Source: an optimization exercise on an open RTL-to-GDS flow (aim: a short achievable clock period and few clock cycles). Production flows keep margins and buffers that such runs may drop.
The RTL was checked by simulation tests, not by an equivalence proof against the original design.
No activity file was given, so power comes from the tool's default toggle rates.

===== flow/config.mk =====
export PLATFORM = sky130hd
export DESIGN_NAME = core_risc_v
export DESIGN_NICKNAME = core_risc_v
export VERILOG_FILES = /design/flow/design.v
export SDC_FILE = /design/flow/constraint.sdc
export NUM_CORES = 8
export LEC_CHECK = 0
export CAP_MARGIN = 20
export CORE_MARGIN = 2
export CORE_UTILIZATION = 40
export SLEW_MARGIN = 20

===== flow/constraint.sdc =====
create_clock -name core_clock -period 25.0 [get_ports {clk_O}]
set_input_delay 5.0000 -clock core_clock [delete_from_list [all_inputs] [get_ports {clk_O}]]
set_output_delay 5.0000 -clock core_clock [all_outputs]
set_load 0.01 [all_outputs]

===== flow/design.v =====
module Register #(parameter DATA_WIDTH=32, parameter [(DATA_WIDTH-1):0] dafault_D={DATA_WIDTH{1'b0}})(
  input [(DATA_WIDTH-1):0] D,
  input rst,
  input en,
  input clk,
  output reg [(DATA_WIDTH-1):0]Q
);
always @ (posedge clk, posedge rst)
begin
  if(rst==1)begin
    Q<=dafault_D;
  end
  else if (en == 1) begin
    Q<=D;
  end
  else 
	 Q<=Q;
end
endmodule
module WriteControl (
  input [4:0] sel,
  input en,
  output out0,
  output out1,
  output out2,
  output out3,
  output out4,
  output out5,
  output out6,
  output out7,
  output out8,
  output out9,
  output out10,
  output out11,
  output out12,
  output out13,
  output out14,
  output out15,
  output out16,
  output out17,
  output out18,
  output out19,
  output out20,
  output out21,
  output out22,
  output out23,
  output out24,
  output out25,
  output out26,
  output out27,
  output out28,
  output out29,
  output out30,
  output out31
);
assign out0 = ((sel == 5'd0)&&(en ==1'b1))? 1'b1: 1'b0;
assign out1 = ((sel == 5'd1)&&(en ==1'b1))? 1'b1: 1'b0;
assign out2 = ((sel == 5'd2)&&(en ==1'b1))? 1'b1: 1'b0;
assign out3 = ((sel == 5'd3)&&(en ==1'b1))? 1'b1: 1'b0;
assign out4 = ((sel == 5'd4)&&(en ==1'b1))? 1'b1: 1'b0;
assign out5 = ((sel == 5'd5)&&(en ==1'b1))? 1'b1: 1'b0;
assign out6 = ((sel == 5'd6)&&(en ==1'b1))? 1'b1: 1'b0;
assign out7 = ((sel == 5'd7)&&(en ==1'b1))? 1'b1: 1'b0;
assign out8 = ((sel == 5'd8)&&(en ==1'b1))? 1'b1: 1'b0;
assign out9 = ((sel == 5'd9)&&(en ==1'b1))? 1'b1: 1'b0;
assign out10 = ((sel == 5'd10)&&(en==1'b1))? 1'b1: 1'b0;
assign out11 = ((sel == 5'd11)&&(en==1'b1))? 1'b1: 1'b0;
assign out12 = ((sel == 5'd12)&&(en==1'b1))? 1'b1: 1'b0;
assign out13 = ((sel == 5'd13)&&(en==1'b1))? 1'b1: 1'b0;
assign out14 = ((sel == 5'd14)&&(en==1'b1))? 1'b1: 1'b0;
assign out15 = ((sel == 5'd15)&&(en==1'b1))? 1'b1: 1'b0;
assign out16 = ((sel == 5'd16)&&(en==1'b1))? 1'b1: 1'b0;
assign out17 = ((sel == 5'd17)&&(en==1'b1))? 1'b1: 1'b0;
assign out18 = ((sel == 5'd18)&&(en==1'b1))? 1'b1: 1'b0;
assign out19 = ((sel == 5'd19)&&(en==1'b1))? 1'b1: 1'b0;
assign out20 = ((sel == 5'd20)&&(en==1'b1))? 1'b1: 1'b0;
assign out21 = ((sel == 5'd21)&&(en==1'b1))? 1'b1: 1'b0;
assign out22 = ((sel == 5'd22)&&(en==1'b1))? 1'b1: 1'b0;
assign out23 = ((sel == 5'd23)&&(en==1'b1))? 1'b1: 1'b0;
assign out24 = ((sel == 5'd24)&&(en==1'b1))? 1'b1: 1'b0;
assign out25 = ((sel == 5'd25)&&(en==1'b1))? 1'b1: 1'b0;
assign out26 = ((sel == 5'd26)&&(en==1'b1))? 1'b1: 1'b0;
assign out27 = ((sel == 5'd27)&&(en==1'b1))? 1'b1: 1'b0;
assign out28 = ((sel == 5'd28)&&(en==1'b1))? 1'b1: 1'b0;
assign out29 = ((sel == 5'd29)&&(en==1'b1))? 1'b1: 1'b0;
assign out30 = ((sel == 5'd30)&&(en==1'b1))? 1'b1: 1'b0;
assign out31 = ((sel == 5'd31)&&(en==1'b1))? 1'b1: 1'b0;
endmodule
module MUX32input (
  input [4:0]sel,
  input [31:0] Q0,
  input [31:0] Q1,
  input [31:0] Q2,
  input [31:0] Q3,
  input [31:0] Q4,
  input [31:0] Q5,
  input [31:0] Q6,
  input [31:0] Q7,
  input [31:0] Q8,
  input [31:0] Q9,
  input [31:0] Q10,
  input [31:0] Q11,
  input [31:0] Q12,
  input [31:0] Q13,
  input [31:0] Q14,
  input [31:0] Q15,
  input [31:0] Q16,
  input [31:0] Q17,
  input [31:0] Q18,
  input [31:0] Q19,
  input [31:0] Q20,
  input [31:0] Q21,
  input [31:0] Q22,
  input [31:0] Q23,
  input [31:0] Q24,
  input [31:0] Q25,
  input [31:0] Q26,
  input [31:0] Q27,
  input [31:0] Q28,
  input [31:0] Q29,
  input [31:0] Q30,
  input [31:0] Q31,
  output [31:0] data
);
reg [31:0] Dout;
assign data = Dout;
always @ * begin
  case (sel)
    5'd0: Dout = Q0;
    5'd1: Dout = Q1;
    5'd2: Dout = Q2;
    5'd3: Dout = Q3;
    5'd4: Dout = Q4;
    5'd5: Dout = Q5;
    5'd6: Dout = Q6;
    5'd7: Dout = Q7;
    5'd8: Dout = Q8;
    5'd9: Dout = Q9;
    5'd10: Dout = Q10;
    5'd11: Dout = Q11;
    5'd12: Dout = Q12;
    5'd13: Dout = Q13;
    5'd14: Dout = Q14;
    5'd15: Dout = Q15;
    5'd16: Dout = Q16;
    5'd17: Dout = Q17;
    5'd18: Dout = Q18;
    5'd19: Dout = Q19;
    5'd20: Dout = Q20;
    5'd21: Dout = Q21;
    5'd22: Dout = Q22;
    5'd23: Dout = Q23;
    5'd24: Dout = Q24;
    5'd25: Dout = Q25;
    5'd26: Dout = Q26;
    5'd27: Dout = Q27;
    5'd28: Dout = Q28;
    5'd29: Dout = Q29;
    5'd30: Dout = Q30;
    5'd31: Dout = Q31;
	 default: Dout = 32'b0;
  endcase
end
endmodule  
module Registers #(parameter DATA_WIDTH=32, parameter ADDR_WIDTH=5)(
 input [(DATA_WIDTH-1):0] D,
 input clk,
 input rst,
 input en0,
 input en1,
 input en2,
 input en3,
 input en4,
 input en5,
 input en6,
 input en7,
 input en8,
 input en9,
 input en10,
 input en11,
 input en12,
 input en13,
 input en14,
 input en15,
 input en16,
 input en17,
 input en18,
 input en19,
 input en20,
 input en21,
 input en22,
 input en23,
 input en24,
 input en25,
 input en26,
 input en27,
 input en28,
 input en29,
 input en30,
 input en31,
 output [(DATA_WIDTH-1):0] Q0,
 output [(DATA_WIDTH-1):0] Q1,
 output [(DATA_WIDTH-1):0] Q2,
 output [(DATA_WIDTH-1):0] Q3,
 output [(DATA_WIDTH-1):0] Q4,
 output [(DATA_WIDTH-1):0] Q5,
 output [(DATA_WIDTH-1):0] Q6,
 output [(DATA_WIDTH-1):0] Q7,
 output [(DATA_WIDTH-1):0] Q8,
 output [(DATA_WIDTH-1):0] Q9,
 output [(DATA_WIDTH-1):0] Q10,
 output [(DATA_WIDTH-1):0] Q11,
 output [(DATA_WIDTH-1):0] Q12,
 output [(DATA_WIDTH-1):0] Q13,
 output [(DATA_WIDTH-1):0] Q14,
 output [(DATA_WIDTH-1):0] Q15,
 output [(DATA_WIDTH-1):0] Q16,
 output [(DATA_WIDTH-1):0] Q17,
 output [(DATA_WIDTH-1):0] Q18,
 output [(DATA_WIDTH-1):0] Q19,
 output [(DATA_WIDTH-1):0] Q20,
 output [(DATA_WIDTH-1):0] Q21,
 output [(DATA_WIDTH-1):0] Q22,
 output [(DATA_WIDTH-1):0] Q23,
 output [(DATA_WIDTH-1):0] Q24,
 output [(DATA_WIDTH-1):0] Q25,
 output [(DATA_WIDTH-1):0] Q26,
 output [(DATA_WIDTH-1):0] Q27,
 output [(DATA_WIDTH-1):0] Q28,
 output [(DATA_WIDTH-1):0] Q29,
 output [(DATA_WIDTH-1):0] Q30,
 output [(DATA_WIDTH-1):0] Q31
);
wire enable [DATA_WIDTH-1:0];
wire [DATA_WIDTH-1:0] Qout [DATA_WIDTH-1:0];
assign enable[0] = en0;
assign enable[1] = en1;
assign enable[2] = en2;
assign enable[3] = en3;
assign enable[4] = en4;
assign enable[5] = en5;
assign enable[6] = en6;
assign enable[7] = en7;
assign enable[8] = en8;
assign enable[9] = en9;
assign enable[10] = en10;
assign enable[11] = en11;
assign enable[12] = en12;
assign enable[13] = en13;
assign enable[14] = en14;
assign enable[15] = en15;
assign enable[16] = en16;
assign enable[17] = en17;
assign enable[18] = en18;
assign enable[19] = en19;
assign enable[20] = en20;
assign enable[21] = en21;
assign enable[22] = en22;
assign enable[23] = en23;
assign enable[24] = en24;
assign enable[25] = en25;
assign enable[26] = en26;
assign enable[27] = en27;
assign enable[28] = en28;
assign enable[29] = en29;
assign enable[30] = en30;
assign enable[31] = en31;
assign Q0 = Qout[0];
assign Q1 = Qout[1];
assign Q2 = Qout[2];
assign Q3 = Qout[3];
assign Q4 = Qout[4];
assign Q5 = Qout[5];
assign Q6 = Qout[6];
assign Q7 = Qout[7];
assign Q8 = Qout[8];
assign Q9 = Qout[9];
assign Q10 = Qout[10];
assign Q11 = Qout[11];
assign Q12 = Qout[12];
assign Q13 = Qout[13];
assign Q14 = Qout[14];
assign Q15 = Qout[15];
assign Q16 = Qout[16];
assign Q17 = Qout[17];
assign Q18 = Qout[18];
assign Q19 = Qout[19];
assign Q20 = Qout[20];
assign Q21 = Qout[21];
assign Q22 = Qout[22];
assign Q23 = Qout[23];
assign Q24 = Qout[24];
assign Q25 = Qout[25];
assign Q26 = Qout[26];
assign Q27 = Qout[27];
assign Q28 = Qout[28];
assign Q29 = Qout[29];
assign Q30 = Qout[30];
assign Q31 = Qout[31];
genvar i;
generate
	for (i=0;i<2;i=i+1) begin: R0_1
		Register #(.dafault_D(32'h0000_0000)) R (
			.D(D),
			.rst(rst),
			.en(enable[i]),
			.clk(clk),
			.Q(Qout[i])
		);
	end
	for (i=3;i<32;i=i+1) begin: R3_31
		Register #(.dafault_D(32'h0000_0000)) R (
			.D(D),
			.rst(rst),
			.en(enable[i]),
			.clk(clk),
			.Q(Qout[i])
		);
	end
endgenerate
Register #(.dafault_D(32'h7FFF_EFFC)) SP (  
			.D(D),
			.rst(rst),
			.en(enable[2]),
			.clk(clk),
			.Q(Qout[2])
		);
endmodule
module RegisterFile #(parameter DATA_WIDTH=32, parameter ADDR_WIDTH=5)(
  input clk,
  input rst,
  input we3,
  input [(ADDR_WIDTH-1):0] A1,
  input [(ADDR_WIDTH-1):0] A2,
  input [(ADDR_WIDTH-1):0] A3,
  input [(DATA_WIDTH-1):0] wd3,
  output [(DATA_WIDTH-1):0] rd1,
  output [(DATA_WIDTH-1):0] rd2
);
wire [DATA_WIDTH-1:0] Q [2**ADDR_WIDTH-1:0];  
wire en [DATA_WIDTH-1:0];  
WriteControl WC_32_regs (
.sel(A3),
.en(we3),
.out0(en[0]),
.out1(en[1]),
.out2(en[2]),
.out3(en[3]),
.out4(en[4]),
.out5(en[5]),
.out6(en[6]),
.out7(en[7]),
.out8(en[8]),
.out9(en[9]),
.out10(en[10]),
.out11(en[11]),
.out12(en[12]),
.out13(en[13]),
.out14(en[14]),
.out15(en[15]),
.out16(en[16]),
.out17(en[17]),
.out18(en[18]),
.out19(en[19]),
.out20(en[20]),
.out21(en[21]),
.out22(en[22]),
.out23(en[23]),
.out24(en[24]),
.out25(en[25]),
.out26(en[26]),
.out27(en[27]),
.out28(en[28]),
.out29(en[29]),
.out30(en[30]),
.out31(en[31])
);
Registers Regs (
 .D(wd3),
 .clk(clk),
 .rst(rst),
 .en0(1'b0),
 .en1(en[1]),
 .en2(en[2]),
 .en3(en[3]),
 .en4(en[4]),
 .en5(en[5]),
 .en6(en[6]),
 .en7(en[7]),
 .en8(en[8]),
 .en9(en[9]),
 .en10(en[10]),
 .en11(en[11]),
 .en12(en[12]),
 .en13(en[13]),
 .en14(en[14]),
 .en15(en[15]),
 .en16(en[16]),
 .en17(en[17]),
 .en18(en[18]),
 .en19(en[19]),
 .en20(en[20]),
 .en21(en[21]),
 .en22(en[22]),
 .en23(en[23]),
 .en24(en[24]),
 .en25(en[25]),
 .en26(en[26]),
 .en27(en[27]),
 .en28(en[28]),
 .en29(en[29]),
 .en30(en[30]),
 .en31(en[31]),
 .Q0(Q[0]),
 .Q1(Q[1]),
 .Q2(Q[2]),
 .Q3(Q[3]),
 .Q4(Q[4]),
 .Q5(Q[5]),
 .Q6(Q[6]),
 .Q7(Q[7]),
 .Q8(Q[8]),
 .Q9(Q[9]),
 .Q10(Q[10]),
 .Q11(Q[11]),
 .Q12(Q[12]),
 .Q13(Q[13]),
 .Q14(Q[14]),
 .Q15(Q[15]),
 .Q16(Q[16]),
 .Q17(Q[17]),
 .Q18(Q[18]),
 .Q19(Q[19]),
 .Q20(Q[20]),
 .Q21(Q[21]),
 .Q22(Q[22]),
 .Q23(Q[23]),
 .Q24(Q[24]),
 .Q25(Q[25]),
 .Q26(Q[26]),
 .Q27(Q[27]),
 .Q28(Q[28]),
 .Q29(Q[29]),
 .Q30(Q[30]),
 .Q31(Q[31])
);
MUX32input rd1Out(
  .sel(A1),
  .Q0(Q[0]),
  .Q1(Q[1]),
  .Q2(Q[2]),
  .Q3(Q[3]),
  .Q4(Q[4]),
  .Q5(Q[5]),
  .Q6(Q[6]),
  .Q7(Q[7]),
  .Q8(Q[8]),
  .Q9(Q[9]),
  .Q10(Q[10]),
  .Q11(Q[11]),
  .Q12(Q[12]),
  .Q13(Q[13]),
  .Q14(Q[14]),
  .Q15(Q[15]),
  .Q16(Q[16]),
  .Q17(Q[17]),
  .Q18(Q[18]),
  .Q19(Q[19]),
  .Q20(Q[20]),
  .Q21(Q[21]),
  .Q22(Q[22]),
  .Q23(Q[23]),
  .Q24(Q[24]),
  .Q25(Q[25]),
  .Q26(Q[26]),
  .Q27(Q[27]),
  .Q28(Q[28]),
  .Q29(Q[29]),
  .Q30(Q[30]),
  .Q31(Q[31]),
  .data(rd1)
);
MUX32input rd2Out(
  .sel(A2),
  .Q0(Q[0]),
  .Q1(Q[1]),
  .Q2(Q[2]),
  .Q3(Q[3]),
  .Q4(Q[4]),
  .Q5(Q[5]),
  .Q6(Q[6]),
  .Q7(Q[7]),
  .Q8(Q[8]),
  .Q9(Q[9]),
  .Q10(Q[10]),
  .Q11(Q[11]),
  .Q12(Q[12]),
  .Q13(Q[13]),
  .Q14(Q[14]),
  .Q15(Q[15]),
  .Q16(Q[16]),
  .Q17(Q[17]),
  .Q18(Q[18]),
  .Q19(Q[19]),
  .Q20(Q[20]),
  .Q21(Q[21]),
  .Q22(Q[22]),
  .Q23(Q[23]),
  .Q24(Q[24]),
  .Q25(Q[25]),
  .Q26(Q[26]),
  .Q27(Q[27]),
  .Q28(Q[28]),
  .Q29(Q[29]),
  .Q30(Q[30]),
  .Q31(Q[31]),
  .data(rd2)
);
endmodule
module Mux_2to1 #(parameter InLength=32)(
input [InLength-1:0]A, B,
input Sel,
output [InLength-1:0]s
);
assign s = Sel==1'b0 ? A:B;
endmodule	
module Mux_4to1 #(parameter InLength=32)(
	input [InLength-1:0]A, B, C, D,
	input [1:0]Sel,
	output reg[InLength-1:0]s
);
always @*
begin
	case (Sel)
		2'b00:s=A;
		2'b01:s=B;
		2'b10:s=C;
		2'b11:s=D;
	endcase
end
endmodule	
module adder #(parameter LENGTH = 32)(
 input signed [LENGTH-1:0] A,
 input signed [LENGTH-1:0] B,
 output reg signed [LENGTH-1:0] Result
);
wire [LENGTH-1:0] Suma;
assign Suma = A+B;      
always @ * begin
	  Result= Suma;
end
endmodule
module ALU #(parameter LENGTH = 32)(
 input signed [LENGTH-1:0] A,
 input signed [LENGTH-1:0] B,
 input [4:0] control,
 output zeroflag,
 output negativeflag,
 output reg signed [LENGTH-1:0] Result
);
wire [LENGTH-1:0] suma,resta,Land,Lor,Lxor,Sleft,Sright,SrightU,SetLess,SetLessU, Mul;
wire [LENGTH-1:0] UA, UB;
assign UA = A;
assign UB = B;
assign suma = A+B;      
assign resta = A-B;      
assign Land = A&B;  
assign Lor = A|B;   
assign Sleft = A<<({27'b0,UB[4:0]});  
assign Sright = A>>({27'b0,UB[4:0]});
assign SrightU = UA>>>({27'b0,UB[4:0]});
assign Lxor = A^B;
assign SetLess = (A<B)?1:0;
assign SetLessU = (UA<UB)?1:0;
assign Mul = A*B;
always @ * begin
	case (control)
	  5'b00000:Result= suma;
	  5'b01000:Result= resta;
	  5'b00111:Result= Land; 
	  5'b00110:Result= Lor;
	  5'b00100:Result= Lxor;
	  5'b00001:Result= Sleft;
	  5'b00101:Result= Sright;
	  5'b01101:Result= SrightU;
	  5'b00010:Result= SetLess;
	  5'b00011:Result= SetLessU;
	  5'b10000:Result= Mul;	 
	  default:Result= {LENGTH{1'b0}};
	endcase
end
assign zeroflag = (Result == {LENGTH{1'b0}})?1'b1:1'b0;	 
assign negativeflag = Result[LENGTH-1];		 
endmodule
module imm(
  input [24:0]Datain,
  input [2:0]Ins_type,
  output reg [31:0]Imm,
  output [31:0]Doutm4
);
localparam I_type			= 3'b000;   
localparam S_type			= 3'b010;   
localparam B_type			= 3'b011;   
localparam J_type			= 3'b100;   
localparam U_type			= 3'b101;   
always @* begin
	case(Ins_type)
		I_type:		Imm= {{20{Datain[24]}},Datain[24:13]};
		S_type: 		Imm= {{20{Datain[24]}},Datain[24:18],Datain[4:0]};
		B_type: 		Imm= {{19{Datain[24]}},Datain[24],Datain[0],Datain[23:18],Datain[4:1],1'b0};
		J_type: 		Imm= {{11{Datain[24]}},Datain[24],Datain[12:5],Datain[13],Datain[23:14],1'b0};
		U_type: 		Imm= {Datain[24:5],{12{1'b0}}};
		default: 	Imm=32'h00000000;
	endcase
end
assign Doutm4 = Imm + 32'hFFFF_FFFC;
endmodule
module ALU_decoder(
	input [1:0]mod,
	input [2:0]funct,
	input [1:0]ALUop,
	output reg [4:0]ALUcontrol
);
always @*
	begin
	  if (ALUop==2'b00)
	  	ALUcontrol=5'b0000;
	  else if (ALUop==2'b01)
	  	ALUcontrol=5'b1000;
	  else if (ALUop==2'b10)
	  	ALUcontrol={mod,funct};	
	  else
	  	ALUcontrol=5'b0000;
	end	
endmodule
module Control (
	input [6:0]op_inst,
	output reg [2:0] InstType,
	output reg	Jump,
					JumpR,
					Branch,
					MemRead,
					MemWrite,
					ALUsrc,
					RegWrite,
					PCSave,
	output reg [1:0] 	ALU_Op,
							MemToReg
);
localparam R_Type = 7'h33;
localparam I_Logic_Type = 7'h13;
localparam I_Load_Type = 7'h03;
localparam S_Type = 7'h23;
localparam B_Type = 7'h63;
localparam J_Type = 7'h6F;
localparam I_Jump_Type = 7'h67;
localparam U_Load_Type = 7'h37;
localparam U_Add_Type = 7'h17;
always @ * begin
	case (op_inst)
		R_Type:
		begin
			InstType = 3'b111;
			ALU_Op = 2'b10;
			Jump = 1'b0;
			JumpR = 1'b0;
			Branch = 1'b0;
			MemRead = 1'b0;
			MemToReg = 2'b00;
			MemWrite = 1'b0;
			ALUsrc = 1'b0;
			RegWrite = 1'b1;
			PCSave = 1'b0;
		end
		I_Logic_Type:
		begin
			InstType = 3'b000;
			ALU_Op = 2'b10;
			Jump = 1'b0;
			JumpR = 1'b0;
			Branch = 1'b0;
			MemRead = 1'b0;
			MemToReg = 2'b00;
			MemWrite = 1'b0;
			ALUsrc = 1'b1;
			RegWrite = 1'b1;
			PCSave = 1'b0;
		end
		I_Load_Type:
		begin
			InstType = 3'b000;
			ALU_Op = 2'b00;
			Jump = 1'b0;
			JumpR = 1'b0;
			Branch = 1'b0;
			MemRead = 1'b1;
			MemToReg = 2'b01;
			MemWrite = 1'b0;
			ALUsrc = 1'b1;
			RegWrite = 1'b1;
			PCSave = 1'b0;
		end
		S_Type:
		begin
			InstType = 3'b010;
			ALU_Op = 2'b00;
			Jump = 1'b0;
			JumpR = 1'b0;
			Branch = 1'b0;
			MemRead = 1'b0;
			MemToReg = 2'b00;
			MemWrite = 1'b1;
			ALUsrc = 1'b1;
			RegWrite = 1'b0;
			PCSave = 1'b0;
		end
		B_Type:
		begin
			InstType = 3'b011;
			ALU_Op = 2'b01;
			Jump = 1'b0;
			JumpR = 1'b0;
			Branch = 1'b1;
			MemRead = 1'b0;
			MemToReg = 2'b00;
			MemWrite = 1'b0;
			ALUsrc = 1'b0;
			RegWrite = 1'b0;
			PCSave = 1'b0;
		end
		J_Type:
		begin
			InstType = 3'b100;
			ALU_Op = 2'b00;
			Jump = 1'b1;
			JumpR = 1'b0;
			Branch = 1'b0;
			MemRead = 1'b0;
			MemToReg = 2'b10;
			MemWrite = 1'b0;
			ALUsrc = 1'b0;
			RegWrite = 1'b1;
			PCSave = 1'b0;
		end
		I_Jump_Type:
		begin
			InstType = 3'b000;
			ALU_Op = 2'b00;
			Jump = 1'b0;
			JumpR = 1'b1;
			Branch = 1'b0;
			MemRead = 1'b0;
			MemToReg = 2'b10;
			MemWrite = 1'b0;
			ALUsrc = 1'b1;
			RegWrite = 1'b1;
			PCSave = 1'b0;
		end
		U_Load_Type:
		begin
			InstType = 3'b101;
			ALU_Op = 1'b00;
			Jump = 1'b0;
			JumpR = 1'b0;
			Branch = 1'b0;
			MemRead = 1'b0;
			MemToReg = 2'b11;
			MemWrite = 1'b0;
			ALUsrc = 1'b0;
			RegWrite = 1'b1;
			PCSave = 1'b0;
		end
		U_Add_Type:
		begin
			InstType = 3'b101;
			ALU_Op = 1'b00;
			Jump = 1'b0;
			JumpR = 1'b0;
			Branch = 1'b0;
			MemRead = 1'b0;
			MemToReg = 2'b10;
			MemWrite = 1'b0;
			ALUsrc = 1'b0;
			RegWrite = 1'b1;
			PCSave = 1'b1;
		end
		default:
		begin
			InstType = 3'b000;
			ALU_Op = 1'b00;
			Jump = 1'b0;
			JumpR = 1'b0;
			Branch = 1'b0;
			MemRead = 1'b0;
			MemToReg = 2'b00;
			MemWrite = 1'b0;
			ALUsrc = 1'b0;
			RegWrite = 1'b0;
			PCSave = 1'b0;
		end
	endcase
end
endmodule
module Control_unit_riscv(
		input [1:0] mod,
		input [6:0] opcode,
		input [2:0] funct3,
		output	Jump, 
					JumpR, 
					Branch, 
					MemRead, 
					MemWrite, 
					ALUsrc, 
					RegWrite, 
					PCSave,
					BNEinst, 
					BEQinst,
		output [1:0] MemToReg,
		output [4:0] ALUcontrol,
		output [2:0] InstType
);
wire [2:0] Inst_Type;
wire [1:0] mod2, ALUop;
assign BNEinst = (funct3 == 3'b001)? 1'b1: 1'b0;
assign BEQinst = (funct3 == 3'b000)? 1'b1: 1'b0;
assign InstType = Inst_Type;
assign mod2 = (Inst_Type ==  3'b111)? mod: 2'b0;
ALU_decoder ALUControl(
	.funct(funct3),
	.mod(mod2),
	.ALUop(ALUop),
	.ALUcontrol(ALUcontrol)
);
Control ControlModule(
	.op_inst(opcode),
	.InstType(Inst_Type),
	.Jump(Jump),
	.JumpR(JumpR),
	.Branch(Branch),
	.MemRead(MemRead),
	.MemWrite(MemWrite),
	.ALUsrc(ALUsrc),
	.RegWrite(RegWrite),
	.PCSave(PCSave),
	.ALU_Op(ALUop),
	.MemToReg(MemToReg)
);
endmodule
module core_risc_v #(parameter DATA_WIDTH = 32, parameter ADDR_WIDTH = 32)(
	input clk_O,
	input rst,
	output [(ADDR_WIDTH-1):0] PC,
	input [31:0] Instr_out,
	input [(DATA_WIDTH-1):0] data_o_map,
 	output MemWrite,
	output MemRead,
	output [(ADDR_WIDTH-1):0] Result,
	output [(DATA_WIDTH-1):0] rd2
);
wire JumpR,  PCWrite, RegWrite, zeroflag, PCen, bbeq, bbne, branch, srcB, PCSave;
wire [31:0] ToRegs, nxt_PC, Data_A, Imm, WD3_Out, ImmM4, pc_adder, pc_add_imm, PCadded, Data_B;
wire [1:0] MemToReg;
wire [4:0] ALUcontrol;
wire [2:0] Ins_type;
assign PCen = (zeroflag & bbeq & branch) | (~zeroflag & bbne & branch) | PCWrite;
Register #(.DATA_WIDTH(32), .dafault_D(32'h0040_0000)) PCReg(
.D(nxt_PC),
.rst(rst),
.en(1'b1),
.clk(clk_O),
.Q(PC)
);
adder PC_adder(
.A(PC),
.B(32'h0000_0004),
.Result(pc_adder)
);
adder PC_add_imm(
.A(PC),
.B(Imm),
.Result(pc_add_imm)
);
Mux_2to1 #(.InLength(32))pc_src(
.A(PCadded), 
.B(Result),
.Sel(JumpR), 
.s(nxt_PC)
); 
Mux_2to1 #(.InLength(32))pc_adders(
.A(pc_adder), 
.B(pc_add_imm),
.Sel(PCen), 
.s(PCadded)
);
Mux_2to1 #(.InLength(32))pc_save(
.A(pc_adder), 
.B(pc_add_imm),
.Sel(PCSave), 
.s(ToRegs)
);
Mux_4to1 #(.InLength(32))data_pc_rd(
.A(Result), 
.B(data_o_map),  
.C(ToRegs),
.D(Imm),
.Sel(MemToReg),
.s(WD3_Out)
);
RegisterFile RegFile(
.clk(clk_O),
.rst(rst),
.we3(RegWrite),
.A1(Instr_out[19:15]),
.A2(Instr_out[24:20]),
.A3(Instr_out[11:7]),
.wd3(WD3_Out),
.rd1(Data_A),
.rd2(rd2)
); 
imm GenImm(
  .Datain(Instr_out[31:7]),
  .Ins_type(Ins_type),
  .Imm(Imm),
  .Doutm4(ImmM4)
);
Mux_2to1 #(.InLength(32))src_B(
.A(rd2), 
.B(Imm),
.Sel(srcB),  
.s(Data_B)
);
ALU ALU_Block(
.A(Data_A),
.B(Data_B),
.control(ALUcontrol),
.zeroflag(zeroflag),
.negativeflag(),
.Result(Result)
);
Control_unit_riscv cu_riscV(
	.mod({Instr_out[25],Instr_out[30]}),
	.opcode(Instr_out[6:0]),
	.funct3(Instr_out[14:12]),
	.Jump(PCWrite), 
	.JumpR(JumpR), 
	.MemRead(MemRead), 
	.MemWrite(MemWrite), 
	.ALUsrc(srcB), 
	.RegWrite(RegWrite), 
	.PCSave(PCSave),
	.MemToReg(MemToReg),
	.ALUcontrol(ALUcontrol),
	.Branch(branch), 
	.BNEinst(bbne), 
	.BEQinst(bbeq),
	.InstType(Ins_type)
);
endmodule

===== flow/run.sh =====
#!/bin/bash
# synth_recipe.tcl (not shown) runs the flow's synth.tcl, then flattens the netlist and writes it again
# the make line also repeats each setting of config.mk as NAME=value (left out here)
make -C /OpenROAD-flow-scripts/flow DESIGN_CONFIG=/design/flow/config.mk WORK_HOME=/design/flow/orfs CLKGATE_MAP_FILE= SYNTH_SCRIPT=/design/flow/synth_recipe.tcl finish

==> results.cfg <==
[global_routing]
number_of_antenna_violations_at_the_first_check_in_global_routing = 35
gr-usage-all-layers_pct = 43.9
grt_start_max_net_pins = 186
globalRoute.totalOverflow = 0
grt_first_pass_wirelength_um = 617000
first_global_vias = 77599

[run_status]
status = finished clean

[yosys]
postSynthAreaPerCell_um2 = 8.47
synthDominantCellAreaShare_pct = 31.9
synthDominantAreaCellType = sky130_fd_sc_hd__dfrtp_1
synth-seq-area-share_pct = 32.9
syn-cell-area_mm2 = 0.0781
synth_nets = 9981
yosys.cell_types.count = 102
post_synth_edffs = 0
synthTopCellsByArea = sky130_fd_sc_hd__dfrtp_1 32%, sky130_fd_sc_hd__fa_1 11%, sky130_fd_sc_hd__nand2_1 7.0%
synthesis.yosys.warnings = 12
synth.ff_latch_count = 1024
async_flop_share_pct = 100
synthesis.instances = 9225
yosys_most_used_dff = sky130_fd_sc_hd__dfrtp_1

[power]
netSwitchingPower_w = 0.00131
power.share.combinational_pct = 17.0
total_leakage_power_nw = 39.3
internal_power_w = 0.00283
vdd_ir_drop_max_v = 0.0000514
powerDensity_mw_per_mm2 = 47.5
share_seq_of_total_power_pct = 42.5
switching_share_pct = 31.6
clock_power_share_pct = 40.5

[final_layout]
fin_util_pct = 44.9
finalNetCount = 9815
drive_gt1_share_pct = 10.2
fillers = 18902
layout.cells.most_common_list = 1426 x sky130_fd_sc_hd__nand2_1, 995 x sky130_fd_sc_hd__dfrtp_1, 967 x sky130_fd_sc_hd__o21ai_0
synthToLayoutAreaGrowth_pct = 11.7
final-instance-count-excl-fill = 11731
layout.cells.most_common = sky130_fd_sc_hd__nand2_1

[sta]
final-hold-violation-count = 0
timing.setup.tns_ns = 0
timing.hold.ws_ns = 0.498
clock_skews_ns = 0.0536
maxSlewHeadroom_pct = 16.4
achievable-frequency_mhz = 41.9
slew_viol_final = 0
rsz_0062_raised_after_global_routing = false
post-route-period-util_pct = 95.4
finalSetupViolCount = 0
tightestPinTransition_ns = 1.25
finalWorstPathRequiredPeriod_ns = 23.85

[cts]
post-cts-setup-buffer-count = 0
cts_resized = 0
cts_max_level = 3
hold_buffers = 0
inserted_clock_buffers = 105
cts_tree = yes
cts_sinks = 1024
clkLatencyLatePin_ns = 0.82
clock-root-buffer = sky130_fd_sc_hd__clkbuf_16
worst_setup_hold_path_clk_slew_ns = 0.07
ctsLongestPathBuffers = 3

[setup_path]
timing.critical_path.buf_inv = 8
cp-end-kind = output port
slowest_stage = sky130_fd_sc_hd__clkdlybuf4s50_1
worst-setup-path-type = primary input to output port
cpLargestDelayFamily = adder cells
worst_case_register_to_register_setup_slack_ns = 11.40
slowest_delay_ns = 1.21
timing.critical_path.fanout_max = 20
arrival_ns = 18.85
timing.critical_path.from_type = primary input
worstPathRequired_ns = 20.00
critPathLaunch = Instr_out[24]
reg2reg_from = RegFile.Regs.R3_31[18].R.Q[4]$_DFFE_PP0P_

[placed_design]
dp_hpwl_um = 305000
placedCellCount = 11491
routabilityCongestion = 1.07
buffer_ports.inserted = 163

[routing]
dr.first_iter.drc_count = 15746
detailroute.via_count = 82774
drt_pre_antenna_iters = 13
route.detailed.vias_per_inst = 7.06
post-route-drc-count = 0
wl_per_cell_um = 38.1
route.antenna.remaining_nets = 0
finalWirelength_um = 447000

[floorplanning]
floorplan.die_area_mm2 = 0.199
start_util_pct = 40.2
die_h_um = 446
boundaryPins = 164
core-area_mm2 = 0.194
std_cell_rows = 162
chipWidth_um = 446

[min_path]
worst_hold_path_class = register to register
holdCritStartpoint = RegFile.Regs.SP.Q[29]$_DFFE_PP1P_

[job]
max_cap_violations = 0
==> path summary, 6_finish.rpt <==
kind                                                                    to  cells after the start
worst max-delay path                                            Result[31]                     40
worst min-delay path                     RegFile.Regs.SP.Q[29]$_DFFE_PP1P_                      2
worst max register to register                       PCReg.Q[17]$_DFF_PP0_                     41
worst min register to register           RegFile.Regs.SP.Q[29]$_DFFE_PP1P_                      2
max in group asynchronous       RegFile.Regs.R3_31[21].R.Q[23]$_DFFE_PP0P_                      7
min in group asynchronous         RegFile.Regs.R3_31[5].R.Q[0]$_DFFE_PP0P_                      2
==> metal layers <==
| metal | global-route usage, % | share of wire, % | vias to the layer above |
|---|---|---|---|
| li1 | - | - | 32271 |
| met1 | 56.1 | 36 | 40351 |
| met2 | 58.4 | 38 | 7864 |
| met3 | 19.7 | 16 | 2265 |
| met4 | 30.2 | 9.1 | 23 |
| met5 | 1.49 | 0.091 | - |
==> power groups by stage <==
stage	registers, W	clock network, W	logic [W]
2_1_floorplan	0.00178	0	0.000375
3_3_place_gp	0.00179	0	0.000658
3_5_place_dp	0.00179	0	0.000666
4_1_cts	0.00176	0.00166	0.000669
5_1_grt	0.00176	0.00173	0.000731
6_report	0.00176	0.00168	0.000703
==> cell type report <==
class	count	area (um^2)	area share (%)
clock buffer	158	3070	3.52
clock inverter	37	425	0.488
tap	2542	3180	3.65
timing repair buffer	506	4300	4.93
antenna	42	105	0.121
multi-input combinational	6854	48300	55.4
inverter	568	2140	2.45
sequential	1024	25700	29.4
==> stage by stage <==
stage	worst slack, ns	power (W)	instance area (um^2)
final	1.15	0.00414	87200
after global routing	1.02	0.00422	87100
after CTS	1.63	0.00408	87000
after detailed placement	1.67	0.00245	83500
after global placement	1.69	0.00245	83500
after floorplan	4.49	0.00215	78100
==> kinds of logic after synthesis <==
| family | share of synthesized area [%] |
|---|---|
| simple gates | 19.2 |
| compound gates | 21.2 |
| buf+inv | 6.70 |
| flops | 32.9 |
| fa+ha+maj | 15.0 |
| mux | 3.44 |
| xor+xnor | 1.62 |
==> worst reg2reg max path: cells and delay by family, from the launching register on <==
| kind | cells | cell delay (ns) |
|---|---|---|
| buf+inv | 7 | 0.87 |
| compound gates | 13 | 5.12 |
| flops | 1 | 0.43 |
| simple gates | 10 | 3.03 |
| fa+ha+maj | 10 | 3.86 |
| xor+xnor | 1 | 0.18 |
==> registers in the layout, summed over array words and instances, names as in the netlist <==
name	count
RegFile.Regs.R3_31.R.Q	928
RegFile.Regs.R0_1.R.Q	32
RegFile.Regs.SP.Q	32
PCReg.Q	32
==> cell usage after synthesis (all sizes together) (82+ instances only) <==
cell        n
a21oi     190
nor3      116
ha        279
o21ai     996
buf       136
nor2      668
a221oi     97
xnor2     113
nand2    1452
a22oi     546
mux2      159
nand4     135
inv       560
a2111oi    83
clkbuf    643
and3      330
nand3     239
dfrtp     995
o31ai      82
mux2i      87
fa        411
Testbench counts, summed over its fixed seeds: cycles 49,391.

[static timing again, ports no longer ideal]
The flow's constraints put no driver on any port. The routed layout listed below was extracted and timed again, unchanged, in two steps. Step 1, drivers: a clkbuf_16 drives clk_O and a buf_2 each remaining input, both assumed. Step 2 moves the port delays by t, midway between the first and last clock arrival at a register: inputs arrive t later, outputs are due t later. That takes back most of the time a late clock gives input paths. a / b / c = no drivers / after step 1 / after step 2; a / b = the first two.
t (ns): 0.885
setup WS [ns]: 1.146 / 1.084 / 1.084
worst setup path after step 2: input to output
worst register clock-pin slew, ns: 0.08 / 0.08
worst data-port slew with drivers (ns): 0.14
After both steps setup and hold are still met in this run. The setup slack of this run moves by -0.062 ns with the drivers and by -0.062 ns with both steps.
